This is an optimization exercise on Yosys and OpenROAD, whose aim is small area, a short achievable clock period and few clock cycles, not a production implementation. Only simulation tests tie the RTL to the original design; equivalence was not proved.

$ cat design/flow/run.sh
#!/bin/bash
# synth_recipe.tcl (not shown) runs the flow's synth.tcl, then flattens the netlist and writes it again
# the make line also repeats each setting of config.mk as NAME=value (left out here)
make -C /OpenROAD-flow-scripts/flow DESIGN_CONFIG=/design/flow/config.mk WORK_HOME=/design/flow/orfs CLKGATE_MAP_FILE= SYNTH_SCRIPT=/design/flow/synth_recipe.tcl finish
$ cat design/flow/config.mk
export PLATFORM = sky130hd
export DESIGN_NAME = matmult_kernel
export DESIGN_NICKNAME = matmult_kernel
export VERILOG_FILES = /design/flow/design.v
export SDC_FILE = /design/flow/constraint.sdc
export NUM_CORES = 4
export LEC_CHECK = 0
export CAP_MARGIN = 20
export CORE_MARGIN = 2
export CORE_UTILIZATION = 40
export SLEW_MARGIN = 20
$ cat design/flow/constraint.sdc
create_clock -name core_clock -period 7.5 [get_ports {Clk}]
set_input_delay 1.5000 -clock core_clock [delete_from_list [all_inputs] [get_ports {Clk}]]
set_output_delay 1.5000 -clock core_clock [all_outputs]
set_load 0.01 [all_outputs]
$ cat design/flow/design.v
module matmult_kernel (Clk, Rst, Start, A_0, A_1, A_2, A_3, A_4, A_5, A_6, A_7,
                   A_8, A_9, A_10, A_11, A_12, A_13, A_14, A_15,
                   B_0, B_1, B_2, B_3, B_4, B_5, B_6, B_7,
                   B_8, B_9, B_10, B_11, B_12, B_13, B_14, B_15,
                   C, Rd_en, Rd_A_addr, Rd_B_addr, Wr_en, Wr_addr
);
input Clk, Rst, Start;
input signed [16-1:0] A_0, A_1, A_2, A_3, A_4, A_5, A_6, A_7;
input signed [16-1:0] A_8, A_9, A_10, A_11, A_12, A_13, A_14, A_15;
input signed [16-1:0] B_0, B_1, B_2, B_3, B_4, B_5, B_6, B_7;
input signed [16-1:0] B_8, B_9, B_10, B_11, B_12, B_13, B_14, B_15;
output reg Rd_en, Wr_en;
output reg [4-1:0] Rd_A_addr;
output reg [4-1:0] Rd_B_addr;
output reg [8-1:0] Wr_addr;
output [32-1:0] C;
reg [8:0] cycle_cnt;
always @(posedge Clk)
begin
    if(Rst)
    begin
        cycle_cnt<=262;
    end
    else if(Start && cycle_cnt == 262)
    begin
        cycle_cnt<=0;
    end
    else if(cycle_cnt<262)
    begin
        cycle_cnt<=cycle_cnt+1;
    end
end
always @(posedge Clk)
begin
  if(Rst) begin
	Rd_en <= 1'b0;
	Rd_A_addr <= 0;
	Rd_B_addr <= 0;
	end
  else if(cycle_cnt>=0 && cycle_cnt<(262-6)) begin
	Rd_en <= 1'b1;
	Rd_A_addr <= cycle_cnt[7:4];
	Rd_B_addr <= cycle_cnt[3:0];
	end
  else begin
	Rd_en <= 1'b0;
	Rd_A_addr <= 0;
	Rd_B_addr <= 0;
  end
end
always @(posedge Clk)
begin
    if(Rst)
    begin
        Wr_en<=0;
        Wr_addr<=0;
    end
    else if(cycle_cnt>=6 && cycle_cnt<262)
    begin
        Wr_en<=1;
        Wr_addr<=cycle_cnt-6;
    end
    else
    begin
        Wr_en<=0;
        Wr_addr<=0;
    end
end
reg [32-1:0] reg_state_1 [15:0];
reg [32-1:0] reg_state_2 [7:0];
reg [32-1:0] reg_state_3 [3:0];
reg [32-1:0] reg_state_4 [1:0];
reg [32-1:0] reg_state_5;
always@(posedge Clk)
begin
    reg_state_1[0] <= A_0*B_0;
    reg_state_1[1] <= A_1*B_1;
    reg_state_1[2] <= A_2*B_2;
    reg_state_1[3] <= A_3*B_3;
    reg_state_1[4] <= A_4*B_4;
    reg_state_1[5] <= A_5*B_5;
    reg_state_1[6] <= A_6*B_6;
    reg_state_1[7] <= A_7*B_7;
    reg_state_1[8] <= A_8*B_8;
    reg_state_1[9] <= A_9*B_9;
    reg_state_1[10] <= A_10*B_10;
    reg_state_1[11] <= A_11*B_11;
    reg_state_1[12] <= A_12*B_12;
    reg_state_1[13] <= A_13*B_13;
    reg_state_1[14] <= A_14*B_14;
    reg_state_1[15] <= A_15*B_15;
end
always@(posedge Clk)
begin
    reg_state_2[0] <= reg_state_1[0]+reg_state_1[1];
    reg_state_2[1] <= reg_state_1[2]+reg_state_1[3];
    reg_state_2[2] <= reg_state_1[4]+reg_state_1[5];
    reg_state_2[3] <= reg_state_1[6]+reg_state_1[7];
    reg_state_2[4] <= reg_state_1[8]+reg_state_1[9];
    reg_state_2[5] <= reg_state_1[10]+reg_state_1[11];
    reg_state_2[6] <= reg_state_1[12]+reg_state_1[13];
    reg_state_2[7] <= reg_state_1[14]+reg_state_1[15];
end
always@(posedge Clk)
begin
    reg_state_3[0] <= reg_state_2[0]+reg_state_2[1];
    reg_state_3[1] <= reg_state_2[2]+reg_state_2[3];
    reg_state_3[2] <= reg_state_2[4]+reg_state_2[5];
    reg_state_3[3] <= reg_state_2[6]+reg_state_2[7];
end
always@(posedge Clk)
begin
    reg_state_4[0] <= reg_state_3[0]+reg_state_3[1];
    reg_state_4[1] <= reg_state_3[2]+reg_state_3[3];
end
always@(posedge Clk)
begin
    reg_state_5 <= reg_state_4[0]+reg_state_4[1];
end
assign C=reg_state_5;
endmodule
==> run summary <==
CP startpoint kind=input port; Syn Inst Count=21.2k; Hold Path Class=flip-flop to flip-flop; Final period util=96.7%; HPWL after DPL=468,000 µm; Fmax achieved=138 MHz; R2R Path End=reg_state_5[28]; largest net degree at the start of global routing=17; Initial Utilization=40.1%; most frequent cells in the layout=4,815 x inv_1, 4,206 x fa_1, 2,242 x nand2_1, 2,109 x buf_4, 1,992 x and2_1; Worst Reg-to-Reg Cells=12; # IOs=565; hold path startpoint=reg_state_1[1][0]; Final Hold Vio Count=0; Critical Path AT=7.96 ns; WL/cell=17.3 µm; GRT overflow=0; crit-path max FO=6; r2r setup slk=3.14 ns; Die X=707 µm; Via Count=145k; Hold Crit Depth=1; share of cells above drive strength 1=10.7%; site row count=258; vias per cell=4.80; synthesis-stage register bit count=1,019; DRC viols=0; crit path kind=input port to flip-flop; synthesized area=198,000 µm²; Placer Congestion=0.903; RSZ-0062 raised after global routing=no; later-pin clock latency in the skew report=0.85 ns; Routed Antenna Nets=0; Port Buffers=564; Maximum Capacitance Violations=0; CTS tree=built; Period minus WS final=7.25 ns; Synth Area per Inst=9.34 µm²; H-tree lvl count=4; initial antenna violation count=71; status=finished clean; Synth Flop Type=dfxtp_1; Num Clock Sinks=1,019; Post-CTS Hold Fix Bufs=0; Final #Nets=30.0k; Final Skew=0.0504 ns; Mapped Nets=27.7k; Final setup viols=0; Hold Path End=reg_state_2[0][0]; number of global-route vias before repair=158k; DIE AREA=500,000 µm²; Area Overhead vs Synth=17.5%; CP Capture Type=flip-flop; Initial DRC Count=7,175; Cell variety after synth=84; most common cell after layout, fill and taps aside=inv_1; first drt pass iteration count=8; post-synthesis sequential area ratio=10.3%; Post-CTS Setup Inserts=0; number of enable flip-flop cells after synthesis=0; clock slew seen by the registers of the worst setup and hold paths=0.05 ns; worst slew pin tran=1.05 ns; die height=707 µm; Final Hold Slack=0.449 ns; CP required=8.20 ns; reg2reg start=reg_state_4[0][2]; post-cts sizing count=0; CTS Buffer Depth=4; first-pass GRT wire length=859,000 µm; CTS Root Cell=clkbuf_16; Rel. slew slack=29.5%; core area=493,000 µm²; Final Max Slew Viols=0; Ys Warns=5; clock buffer count from CTS=138; Total Routing Usage GR=21.5%; fraction of registers with async set/reset=0%; WL final=523,000 µm; Setup TNS=0 ns
==> metrics by stage <==
step	worst slack, ns	instance area (µm²)	instances	utilization [%]
global placement	-0.740	227000	29900	46.1
finish	0.246	232000	30200	47.1
floorplan	0.0266	198000	21200	-
CTS	0.167	232000	30100	47.1
detailed placement	-0.735	227000	29900	46.1
global route	0.00351	232000	30200	47.1
==> area by class of cell <==
| cell class | count | area, µm² |
|---|---|---|
| clock inverters | 64 | 830 |
| flip-flops and latches | 1019 | 20400 |
| multi-input cells | 14800 | 157000 |
| repair buffers | 2778 | 23600 |
| fillers | 46800 | 261000 |
| clock buffers | 178 | 3870 |
| inverters | 4815 | 18100 |
| well taps | 6500 | 8130 |
| diodes | 35 | 87.6 |
==> registers in the layout, indices dropped and copies added (netlist names) <==
signal / cells
Rd_A_addr: 4
Rd_B_addr: 4
Rd_en: 1
Wr_addr: 8
Wr_en: 1
cycle_cnt: 9
reg_state_1: 512
reg_state_2: 256
reg_state_3: 128
reg_state_4: 64
reg_state_5: 32
==> metal layers <==
| layer | global-route usage (%) | up-vias | routed length, µm |
|---|---|---|---|
| met3 | 2.58 | 621 | 23600 |
| met5 | 0 | - | 114 |
| met2 | 36.2 | 2703 | 249000 |
| met4 | 7.06 | 16 | 19000 |
| li1 | - | 68500 | - |
| met1 | 28.9 | 73000 | 231000 |
==> kinds of logic after synthesis <==
kind of cell	after synthesis	synth area share (%)
AO/OA/AOI/OAI	2193	7.23
XOR/XNOR	993	4.40
adder cells (fa/ha/maj)	5986	53.9
buffers and inverters	5362	10.2
flip-flops	1019	10.3
multiplexers	12	0.0608
AND/OR/NAND/NOR	5595	13.9
==> worst max-delay path by stage <==
stage                     startpoint                   to  depth (start not counted)
final                         B_6[4]   reg_state_1[6][31]                         23
after global routing         B_14[4]  reg_state_1[14][28]                         27
after CTS                    A_12[8]  reg_state_1[12][31]                         26
after detailed placement     A_12[8]  reg_state_1[12][31]                         26
after global placement       B_11[5]  reg_state_1[11][31]                         22
after floorplan              A_6[11]   reg_state_1[6][31]                         22
==> worst max-delay path: stages <==
cell             delay [ns]
clkdlybuf4s50_1        0.52
and2_1                 0.21
fa_1                   0.53
inv_1                  0.05
fa_1                   0.46
fa_1                   0.53
inv_1                  0.06
fa_1                   0.49
fa_1                   0.49
inv_1                  0.05
fa_1                   0.47
inv_1                  0.05
ha_1                   0.28
and4_1                 0.18
a221o_1                0.39
a311o_1                0.38
a2111oi_4              0.32
nor3_2                 0.12
a21oi_4                0.18
nor3_1                 0.11
a2111oi_4              0.30
a21oi_1                0.14
xnor2_1                0.14
==> synthesized netlist by cell type, types with 91 or more instances <==
cell type / count / area share, %
nand2b_1: 142 / 0.45
nor2_1: 644 / 1.2
nor3_1: 134 / 0.34
nand2_1: 2242 / 4.3
o21a_1: 133 / 0.51
a21o_1: 343 / 1.3
a21oi_1: 710 / 1.8
clkbuf_1: 536 / 1.0
nor2b_1: 91 / 0.29
ha_1: 1779 / 11
fa_1: 4207 / 43
xor2_1: 228 / 1.0
nand3_1: 113 / 0.29
inv_1: 4815 / 9.1
and2_1: 1992 / 6.3
xnor2_1: 765 / 3.4
o21ai_0: 339 / 0.86
dfxtp_1: 1019 / 10
o21bai_1: 156 / 0.59
Testbench counts, summed over its fixed seeds: cycles 16,832.

==> static timing again, ports no longer ideal <==
No port has a modelled driver above. Below, the same layout with a new extraction and two added sets of constraints. Step 1: set_driving_cell puts a clkbuf_16 on Clk and a buf_2 on each other input, an assumption about the parent block. Step 2 also shifts input and output timing later by t, the mid clock arrival at the registers, as if the neighbouring blocks saw the same clock. a / b / c = ideal ports / drivers / drivers and shift; a / b = the first two.
shift t [ns]: 0.929
setup slack, ns: 0.246 / 0.269 / -0.660
worst register clock-pin slew, ns: 0.07 / 0.07
worst data-port slew with drivers (ns): 0.25
With both steps, setup timing fails in this run, where it was met with ideal ports. The setup slack of this run moves by +0.023 ns with the drivers and by -0.906 ns with both steps.
